Background: an optimization exercise with open tools, aiming at small area, a short achievable clock period and few clock cycles. Do not read the settings as production practice.
The RTL was checked by simulation tests, not by an equivalence proof against the original design.

==> flow/design.v (outline; a module is shown in full before it is edited, if it fits) <==
// module fxp_smul: 12 lines
// module cordic: 3404 lines
module cordic(i_clk, i_rst, i_en, o_vld, o_cosine, o_sine, i_theta);
  // ...
==> flow/flow/run.sh <==
#!/bin/bash
# The standard layout (standard.sh), with timing repair aiming for extra setup slack.
# make's full output goes to standard.log; ORFS's own per-step logs are under orfs/logs.
set -euo pipefail
export SETUP_SLACK_MARGIN=6.6
bash standard.sh > standard.log 2>&1
==> flow/standard.sh <==
#!/bin/bash
# synth_recipe.tcl (not shown) runs the flow's synth.tcl, then flattens the netlist and writes it again
# the make line also repeats each setting of config.mk as NAME=value (left out here)
make -C /OpenROAD-flow-scripts/flow DESIGN_CONFIG=/design/flow/config.mk WORK_HOME=/design/flow/orfs CLKGATE_MAP_FILE= SYNTH_SCRIPT=/design/flow/synth_recipe.tcl "${@:-finish}"
==> flow/config.mk <==
export PLATFORM = sky130hd
export DESIGN_NAME = cordic
export DESIGN_NICKNAME = cordic
export VERILOG_FILES = /design/flow/design.v
export SDC_FILE = /design/flow/constraint.sdc
export NUM_CORES = 4
export LEC_CHECK = 0
export CAP_MARGIN = 20
export CORE_MARGIN = 2
export CORE_UTILIZATION = 40
export CTS_BUF_LIST = sky130_fd_sc_hd__clkbuf_16
export CTS_CLUSTER_DIAMETER = 100
export CTS_CLUSTER_SIZE = 25
export PLACE_DENSITY = 0.75
export SLEW_MARGIN = 20
==> flow/constraint.sdc <==
create_clock -name core_clock -period 10.0 [get_ports {i_clk}]
set_input_delay 2.0000 -clock core_clock [delete_from_list [all_inputs] [get_ports {i_clk}]]
set_output_delay 2.0000 -clock core_clock [all_outputs]
set_load 0.01 [all_outputs]
==> impl.org, run 1 <==
** Outcome
- The flow ran to the end and the layout has no timing, DRC or antenna violations.

** CTS
- TritonCTS sink count :: 1375
- The clock tree synthesis step divided the H-tree into 3 levels.
- After clock tree synthesis, the flow added hold-fix buffers numbering 0.
- The later pin in the worst-skew pair is clocked with a latency of 0.72 ns.

** Logic synthesis
- The largest total area in the synthesized netlist belongs to sky130_fd_sc_hd__dfxtp_1.
- When the netlist entered floorplanning its net count stood at just under 9000.
- Synthesis-stage register bit count :: 1375
- Counting flops with a built-in enable in the synthesized netlist gives 0.

** STA
- Worst slew margin relative to its limit :: roughly two fifths
- Fin crit period :: between 3 and 4 ns
- For the pin with the worst max-slew slack, the measured transition is slightly above 0.9 ns.
- Across the routed clock network, the largest skew measured is just under 0.05 ns.
- Number of failing hold endpoints at the final stage :: 0

** Cells and area
- Post-layout instance area :: 0.0800 mm2
- Number of nets in the layout :: 8676
- The library cell used most frequently in the layout, excluding fill and tap cells, is sky130_fd_sc_hd__dfxtp_1.
- The fraction of final cell area spent on non-clock buffers in this run is ~1.4%.
- Commonest cells after routing, fill and taps aside :: sky130_fd_sc_hd__dfxtp_1 (1354), sky130_fd_sc_hd__xnor2_1 (1082), sky130_fd_sc_hd__ha_1 (610)

** Critical path
- In this design, the stage delay of the slowest critical-path cell is between 0.3 and 0.4 ns.
- The slowest stage of the critical path belongs to the cell sky130_fd_sc_hd__dfxtp_1.
- Data arrives at the worst endpoint at 1.33 ns.
- The critical path starts at say_q30$_DFF_P_.

** Global routing
- Aggregate global routing overflow :: 0

** Placed design
- Buffers on Ports :: 75
- Placed cell area :: 0.0774 mm2

** Route
- In this run the remaining antenna-violating nets after routing total 0.

** Floorplanning
- The floorplan step defined a die boundary enclosing ~0.19 mm2.
- Placeable core area :: 0.183 mm2
- 76 I/O pins were placed.

** Worst hold path
- The worst hold path was traced through 0 stages.
Testbench counts, summed over its fixed seeds: cycles 8,432.
==> run 2, diff against run 1 <==
--- a/flow/config.mk
+++ b/flow/config.mk
@@ -11,5 +11,4 @@
 export CTS_BUF_LIST = sky130_fd_sc_hd__clkbuf_16
 export CTS_CLUSTER_DIAMETER = 100
 export CTS_CLUSTER_SIZE = 25
-export PLACE_DENSITY = 0.75
 export SLEW_MARGIN = 20
==> impl.org, run 2 <==
** Outcome
- The flow ran to the end and the layout has no timing, DRC or antenna violations.

** Critical path
- STA classifies the critical path startpoint as a flop.
- The worst register-to-register path begins at n23_q21$_DFF_P_.
- In this run the worst path has a maximum fanout of 3.
- STA puts the critical path data required time at ~8.0 ns.
- The signal on the critical path passes through dlygate4sd2_1.
- Critical Path Max Stage Delay :: 0.35 ns (-0.03 ns)
- Master of the slowest instance on the critical path :: sky130_fd_sc_hd__dfxtp_1
- The worst setup path is captured at an output pin.
- Data arrival time of the critical path :: 1.32 ns (about the same)
- Depth of the most critical reg-to-reg path :: 15
- Path type of the worst setup path :: flop to output pin
- Critical R2R Capture :: x24_q22[18]$_DFF_P_
- Buffer and inverter count on the worst path :: 1
- The worst register-to-register path has a setup slack of 6.69 ns.
- The kind of cell with the highest combined delay along the critical path is flip-flops.

** Logic synthesis
- The number of enable-type register cells in the synthesized netlist was 0 (unchanged).
- The net count of the mapped netlist was 8673 (unchanged).
- After synthesis, the largest area contributor takes up a little under two fifths of total cell area.
- Count of mapped cells out of synthesis :: 7880
- Counting flops with an async set or reset pin after synthesis yields a share of 0%.
- The most common cell in the synthesized netlist is sky130_fd_sc_hd__dfxtp_1.
- The number of storage elements in the synthesis netlist is 1375 (unchanged).
- Of all cell types, the one taking the most synthesized area is sky130_fd_sc_hd__dfxtp_1.
- The average instance in the mapped netlist occupies 9.39 um2.
- Prevailing post-synth register cell :: sky130_fd_sc_hd__dfxtp_1
- Of the synthesized area, sequential elements account for 37.2%.
- Number of distinct library cells after synthesis :: 94
- In this run the cell area of the synthesized design comes to between 0.07 and 0.08 mm2.
- Most frequent cells after synthesis :: sky130_fd_sc_hd__dfxtp_1 (1375), sky130_fd_sc_hd__xnor2_1 (1086), sky130_fd_sc_hd__ha_1 (613)
- Top area cells in the synthesized netlist :: sky130_fd_sc_hd__dfxtp_1 (37%), sky130_fd_sc_hd__xnor2_1 (13%), sky130_fd_sc_hd__ha_1 (10%)
- For this run, the number of Yosys warnings is 1.

** Floorplanning
- Die Footprint :: 0.189 mm2 (unchanged)
- The initialized floorplan defines between 150 and 200 standard-cell rows.
- The initial utilization of the core area, before any placement, comes to 40.3%.
- In this run the vertical extent of the chip is ~430 um.
- The placeable core area was 0.183 mm2 (unchanged).
- In this run the horizontal extent of the chip is approximately 430 um.
- Boundary Pins :: 76 (unchanged)

** Cells and area
- Commonest cells after routing, fill and taps aside :: sky130_fd_sc_hd__dfxtp_1 (1353), sky130_fd_sc_hd__xnor2_1 (1082), sky130_fd_sc_hd__ha_1 (609)
- Register with the most flip-flops :: vld
- Area growth, synth to finish :: 7.88%
- The total number of nets in the final design is 8665 (-0.13%).
- Final cell count without fillers :: roughly 10000
- The register with the most flip-flops in the layout has 30 of them.
- Core Util, Final :: approximately 44%
- The largest registers in the layout are vld: 30 flops, bx_q29: 24 flops, by_q29: 24 flops.
- Most common cell after layout, fill and taps aside :: sky130_fd_sc_hd__dfxtp_1
- Of the cells placed in the final design, the portion with a size suffix greater than 1 is under 10%.

** STA
- Setup total negative slack :: 0 ns
- Worst hold margin :: 0.312 ns
- The final max-slew violation count came to 0.
- Setup repair after global routing could not meet its margin everywhere.
- F_max :: around 0.3 GHz
- The number of endpoints with negative hold slack in the final report came to 0 (unchanged).
- Total setup violations reported at the end of the flow :: 0
- The slew of the pin with the lowest slew margin is 0.969 ns (+0.0421 ns).
- Worst slew margin relative to its limit :: 34.7% (-3.3 points)
- Setup ws final :: roughly 6.7 ns
- Of the available clock period, the critical path in the final layout requires ~33%.
- Largest clock skew in the final design :: 0.0477 ns (-0.000405 ns)
- Fin crit period :: 3.32 ns (-0.00973 ns)

** Route
- Vias/cell :: around 5.1
- For this run, the detailed router's first-pass iteration total came to 6.
- The routed design has roughly 150 mm of wire.
- DRC :: 0
- Routed length per instance :: approximately 15 um
- Antenna-violating nets left :: 0 (unchanged)
- Vias :: about 52000
- 1st-iter DRT viols :: 2641

** Flow run
- Across the run, the number of max-cap violations was 0.

** Global routing
- The via count of the first global-routing pass is between 50000 and 60000.
- Initial antenna violation count :: 1
- All-Layer GR Usage :: ~16%
- Wire length of the first global-routing pass :: around 260 mm
- Pin count of the biggest net entering global routing :: slightly below 60
- The global-route congestion overflow total was 0 (unchanged).

** Placed design
- Once detailed placement completed, the half-perimeter wirelength came to ~120 mm.
- Routability-driven placement congestion ratio :: around 0.86
- The number of port buffers was 75 (unchanged).
- At the placement stage, the worst setup path has a slack of between 6 and 7 ns.
- The number of placed instances, taps included, is between 10000 and 15000.

** Worst hold path
- Number of cells traversed by the worst hold path :: 0 (unchanged)
- For hold timing, the worst endpoint is sgn7_q11$_DFF_P_.
- In this run the worst hold path is classified as flop to flop.
- Worst min-delay path startpoint :: sgn7_q10$_DFF_P_

** CTS
- H-tree levels :: 3 (unchanged)
- Post-CTS clock slew at the launch and capture registers of the worst setup and hold paths :: roughly 0.10 ns
- TritonCTS sink count :: 1375 (unchanged)
- CTS placed an instance of sky130_fd_sc_hd__clkbuf_16 at the clock tree root.
- TritonCTS built the clock tree.
- Maximum clock insertion buffer count :: 3
- The insertion delay to the later sink of the worst-skew pair came to 0.72 ns (about the same).
- The number of clock buffers added by TritonCTS is 69.
==> run 2: worst max-delay path by stage <==
stage,from,endpoint,slack (ns),depth (start not counted)
after floorplan,n23_q21$_DFF_P_,x24_q22[18]$_DFF_P_,6.64,15
after detailed placement,n23_q21$_DFF_P_,x24_q22[18]$_DFF_P_,6.26,15
after global routing,n23_q21$_DFF_P_,x24_q22[18]$_DFF_P_,6.51,15
after global placement,n23_q21$_DFF_P_,x24_q22[18]$_DFF_P_,6.20,15
final,qx_q30[32]$_DFF_P_,o_cosine[18],6.68,1
after CTS,n23_q21$_DFF_P_,x24_q22[18]$_DFF_P_,6.55,15
==> run 2: logic make-up (layout without fill, tap and decap cells) <==
| logic type | count (synthesis) | count (layout) | share of synthesized area [%] |
|---|---|---|---|
| flops | 1375 | 1375 | 37.2 |
| buf+inv | 780 | 792 | 4.04 |
| mux | 87 | 87 | 1.25 |
| xor+xnor | 1484 | 1484 | 17.6 |
| fa+ha+maj | 766 | 766 | 14.5 |
| other cells | 0 | 2 | 0 |
| simple gates | 1931 | 1931 | 12.8 |
| compound gates | 1457 | 1457 | 12.6 |
==> run 2: metrics by stage <==
step | area (um2)
final | 79900
after global routing | 79900
after floorplan | 74000
after detailed placement | 77500
after CTS | 79500
after global placement | 77500
==> run 2: final cells by class <==
| type | count | area, um2 |
|---|---|---|
| Sequential cell | 1375 | 27600 |
| Multi-Input combinational cell | 5725 | 44000 |
| Timing Repair Buffer | 120 | 1050 |
| Tap cell | 2464 | 3080 |
| Clock buffer | 71 | 1780 |
| Clock inverter | 20 | 215 |
| Antenna cell | 2 | 5.00 |
| Fill cell | 17800 | 104000 |
| Inverter | 581 | 2180 |
==> run 2: what timing repair did <==
item                                    4_1_cts  5_1_grt
buffers inserted                              3        9
pin swaps                                     5       20
hold buffers                                  0        0
endpoints found under the setup margin       78       93
cloned                                        0        0
gates resized for setup                      90       68
==> run 2: layer usage <==
| layer | up-vias | global-route usage (%) | part of all wire, % |
|---|---|---|---|
| li1 | 26700 | - | - |
| met1 | 24700 | 19.5 | 44 |
| met2 | 716 | 30.4 | 51 |
| met3 | 225 | 1.60 | 2.6 |
| met4 | 0 | 4.99 | 2.7 |
| met5 | - | 0 | 0 |
==> run 3, diff against run 2 <==
==> flow/run.sh (new file) <==
#!/bin/bash
# synth_recipe.tcl (not shown) runs the flow's synth.tcl, then flattens the netlist and writes it again
# the make line also repeats each setting of config.mk as NAME=value (left out here)
make -C /OpenROAD-flow-scripts/flow DESIGN_CONFIG=/design/flow/config.mk WORK_HOME=/design/flow/orfs CLKGATE_MAP_FILE= SYNTH_SCRIPT=/design/flow/synth_recipe.tcl finish
removed: flow/flow/run.sh
removed: flow/standard.sh
==> impl.org, run 3 <==
** Placed design
- The number of port buffers was 75 (unchanged).
- The placed wire-length estimate is 121 mm (-0.56%).
- The placed cell area is 0.0775 mm2 (about the same).
- Routability-driven placement congestion ratio :: 0.859 (+0.39%)
- The cell total after placement came to 10300 (-0.020%).

** STA
- F_max :: 0.252 GHz (-16%)
- The slew of the pin with the lowest slew margin was 0.974 ns (+0.00511 ns).
- Number of failing hold endpoints at the final stage :: 0 (unchanged)
- Total setup violations reported at the end of the flow :: 0 (unchanged)
- Setup repair after global routing left no endpoint under its margin.
- Worst hold margin :: 0.304 ns (-0.00842 ns)
- Setup total negative slack :: 0 ns (unchanged)
- The tightest slew margin relative to the limit is 34.4% (-0.34 points).
- The final period utilization is 39.6% (+6.4 points).
- The clock skew came to 0.0429 ns (-0.00482 ns).
- The clock period minus final worst setup slack came to 3.96 ns (+0.644 ns).
- The final max-slew violation count was 0 (unchanged).

** CTS
- The H-tree depth reported by CTS was 3 (unchanged).
- Post-CTS clock slew at the launch and capture registers of the worst setup and hold paths :: 0.09 ns (about the same)
- The number of clock sinks came to 1375 (unchanged).
- Cells resized by post-CTS repair :: 0 (-100%)
- The count of hold-fix buffers inserted at cts was 0 (unchanged).
- The count of buffers added by post-CTS timing repair for setup is 0 (-3).
- Clock root cell :: sky130_fd_sc_hd__clkbuf_16
- TritonCTS clock tree :: built
- The number of buffers created by CTS came to 68 (-1.4%).
- The number of buffers on the longest clock path is 3 (unchanged).
- Source-to-sink clock delay at the later pin of the worst-skew pair :: 0.72 ns (about the same)

** Flow run
- The max-cap violation count is 0 (unchanged).

** Route
- The number of detailed-route iterations in the first pass is 6 (unchanged).
- Routed length per instance :: 14.7 um (-1.1%)
- Vias/cell :: 5.03 (-0.48%)
- Antenna-violating nets left :: 0 (unchanged)
- The total routed wirelength was 152 mm (-1.3%).
- 1st-iter DRT viols :: 2590 (-1.9%)
- DRC :: 0 (unchanged)
- Vias :: 52000 (-0.63%)

** Logic synthesis
- Ranked by total cell area, the synthesized netlist is headed by sky130_fd_sc_hd__dfxtp_1 (37%), sky130_fd_sc_hd__xnor2_1 (13%), sky130_fd_sc_hd__ha_1 (10%).
- Most common cell in the synthesized netlist :: sky130_fd_sc_hd__dfxtp_1
- The portion of synthesized cell area occupied by the leading cell type is 37.2% (unchanged).
- Yosys synthesis warning count :: 1 (unchanged)
- The synthesized design spends more area on one cell type than any other, namely sky130_fd_sc_hd__dfxtp_1.
- Synth Net Count :: 8673 (unchanged)
- Async S/R FF share, synth :: 0% (unchanged)
- The distinct cell type count of the synthesized netlist is 94 (unchanged).
- By count the netlist is led by sky130_fd_sc_hd__dfxtp_1 (1375), sky130_fd_sc_hd__xnor2_1 (1086), sky130_fd_sc_hd__ha_1 (613).
- The portion of the post-synthesis area used by sequential elements was 37.2% (unchanged).
- Average cell area after synthesis :: 9.39 um2 (unchanged)
- The number of enable-type register cells in the synthesized netlist was 0 (unchanged).
- The post-synth design cell area was 0.0740 mm2 (unchanged).
- In the synthesized netlist the dominant register cell turns out to be sky130_fd_sc_hd__dfxtp_1.
- The number of storage elements in the synthesis netlist was 1375 (unchanged).
- The post-synthesis cell count came to 7880 (unchanged).

** Cells and area
- The number of flip-flops under the largest register name came to 30 (unchanged).
- The proportion of layout cells with a drive suffix above 1 is 2.75% (-1.1 points).
- Post-layout instance area :: 0.0795 mm2 (-0.49%)
- Commonest cells after routing, fill and taps aside :: sky130_fd_sc_hd__dfxtp_1 (1375), sky130_fd_sc_hd__xnor2_1 (1082), sky130_fd_sc_hd__ha_1 (613)
- vld holds more flip-flops than any other register.
- Final cell count without fillers :: 10300 (-0.15%)
- Layout fillers :: 17800 (-0.20%)
- Area growth, synth to finish :: 7.35%
- Most common cell after layout, fill and taps aside :: sky130_fd_sc_hd__dfxtp_1
- Biggest regs :: vld: 30 flops, bx_q29: 24 flops, by_q29: 24 flops
- Number of nets in the layout :: 8650 (-0.17%)

** Floorplanning
- Placeable core area :: 0.183 mm2 (unchanged)
- Total number of placement rows :: 157 (unchanged)
- Effective utilization at floorplan :: 40.3% (unchanged)
- Die Footprint :: 0.189 mm2 (unchanged)
- Boundary Pins :: 76 (unchanged)
- Die Width :: 434 um (unchanged)
- Chip height :: 434 um (unchanged)

** Global routing
- The global routing stage identified its most utilized layer as met2.
- The maximum number of pins on one net before global-route repair came to 58 (unchanged).
- Wire length of the first global-routing pass :: 253 mm (-1.3%)
- Number of global-route vias before repair :: 51500 (-1.1%)
- The routing usage on met1 was 19.3% (-0.18 points).
- Aggregate global routing overflow :: 0 (unchanged)
- M2 GR Usage :: 29.6% (-0.79 points)
- The number of antenna violations at the first check in global routing was 1 (unchanged).
- The fraction of met3 tracks used by global routing came to 1.68% (+0.079 points).
- The global router's overall resource usage came to 16.1% (-0.16 points).

** Critical path
- CP endpoint kind :: flop
- Data arrival time of the critical path :: 4.53 ns (+3.21 ns)
- CP startpoint kind :: flop
- Largest driver fanout on the critical path :: 6 (+3)
- Critical R2R Capture :: x24_q22[18]$_DFF_P_
- The critical path is of the flop to flop type.
- Worst-case register-to-register setup slack :: 6.04 ns (-0.65 ns)
- Req. time, crit path :: 10.57 ns (+2.57 ns)
- Worst reg2reg path startpoint :: n23_q21$_DFF_P_
- Depth of the most critical reg-to-reg path :: 15 (unchanged)

** Worst hold path
- In this run the most critical hold path is launched from phi5_q6[11]$_DFF_P_.
- Worst min-delay path class :: flop to flop
- The worst hold path stage count is 0 (unchanged).
- The path with the worst hold slack has its endpoint at phi5_q7[11]$_DFF_P_.

** Outcome
- The flow ran to the end and the layout has no timing, DRC or antenna violations.
## run 3: cell count changes in the layout (fill, tap and decap cells not counted), sizes merged, moves of 2 or more
cell	before	now
clkdlybuf4s50	26	75
dlygate4sd2	36	0
buf	45	31
clkdlybuf4s15	12	0
clkbuf	72	68
bufinv	0	2
## run 3: worst max path at each step
| stage | startpoint | end |
|---|---|---|
| after floorplan | n23_q21$_DFF_P_ | x24_q22[18]$_DFF_P_ |
| after global placement | n23_q21$_DFF_P_ | x24_q22[18]$_DFF_P_ |
| after detailed placement | n23_q21$_DFF_P_ | x24_q22[18]$_DFF_P_ |
| after CTS | n23_q21$_DFF_P_ | x24_q22[18]$_DFF_P_ |
| after global routing | n23_q21$_DFF_P_ | x24_q22[18]$_DFF_P_ |
| final | n23_q21$_DFF_P_ | x24_q22[18]$_DFF_P_ |
## run 3: area by class of cell
| cell class | count | area, um2 | share of cell area [%] |
|---|---|---|---|
| clock buffer | 68 | 1700 | 2.14 |
| clock inverter | 22 | 292 | 0.367 |
| tap | 2464 | 3080 | 3.88 |
| multi-input combinational | 5725 | 43700 | 55.0 |
| inverter | 581 | 2180 | 2.74 |
| timing repair buffer | 106 | 983 | 1.24 |
| sequential | 1375 | 27500 | 34.6 |
| antenna | 1 | 2.50 | 0.00315 |
## run 3: worst max-delay path, cell delays in order, from the launching register on
cell and delay (ns):
sky130_fd_sc_hd__dfxtp_1 0.38, sky130_fd_sc_hd__inv_1 0.07, sky130_fd_sc_hd__fa_1 0.41, sky130_fd_sc_hd__a21o_1 0.18, sky130_fd_sc_hd__a21o_1 0.21, sky130_fd_sc_hd__a21o_1 0.19, sky130_fd_sc_hd__a21oi_1 0.23, sky130_fd_sc_hd__nor2b_1 0.10
sky130_fd_sc_hd__o21ai_0 0.18, sky130_fd_sc_hd__nand2b_1 0.11, sky130_fd_sc_hd__fa_1 0.47, sky130_fd_sc_hd__nand2b_1 0.21, sky130_fd_sc_hd__or4_1 0.42, sky130_fd_sc_hd__a21oi_1 0.32, sky130_fd_sc_hd__o21ai_0 0.19, sky130_fd_sc_hd__xnor2_1 0.15
## run 3: through the flow
stage,setup slack [ns],utilization (%)
after floorplan,6.57,-
after global placement,6.06,42.2
after detailed placement,6.08,42.2
after CTS,5.98,43.3
after global routing,5.77,43.3
final,6.04,43.3
## run 3: cell families (layout without fill, tap and decap cells)
logic type / count (synthesis) / after routing / share of synthesized area, %
simple gates: 1931 / 1931 / 12.8
xor+xnor: 1484 / 1484 / 17.6
compound gates: 1457 / 1457 / 12.6
flops: 1375 / 1375 / 37.2
buf+inv: 780 / 777 / 4.04
fa+ha+maj: 766 / 766 / 14.5
mux: 87 / 87 / 1.25
other cells: 0 / 1 / 0
## run 3: layer usage
layer | share of wire (%) | wire length (um) | vias up
li1 | - | - | 26700
met1 | 44 | 66900 | 24300
met2 | 50 | 76500 | 689
met3 | 2.2 | 3430 | 253
met4 | 3.6 | 5530 | 0
met5 | 0 | 0 | -

## port drivers added, routing unchanged
No port has a modelled driver above. Below, the same layouts with a new extraction and two added sets of constraints.
Step 1, drivers: a clkbuf_16 drives i_clk and a buf_2 each remaining input, both assumed.
Step 2 moves the port delays by t, midway between the first and last clock arrival at a register: inputs arrive t later, outputs are due t later. That takes back most of the time a late clock gives input paths.
Three values: ideal ports, drivers, drivers and shift; two values: the first two.
| run | shift t [ns] | setup slack, ns | worst register clock-pin slew, ns | pins driven straight from the clock port |
|---|---|---|---|---|
| run 1 | 0.774 | 6.672 / 6.598 / 6.626 | 0.10 / 0.10 | 1 |
| run 2 | 0.776 | 6.682 / 6.606 / 6.631 | 0.10 / 0.10 | 1 |
| run 3 | 0.789 | 6.038 / 6.038 / 6.038 | 0.10 / 0.10 | 1 |
After both steps setup and hold are still met in every run listed. The setup slack of run 2, which loses most, moves by -0.076 ns with the drivers and by -0.051 ns with both steps.
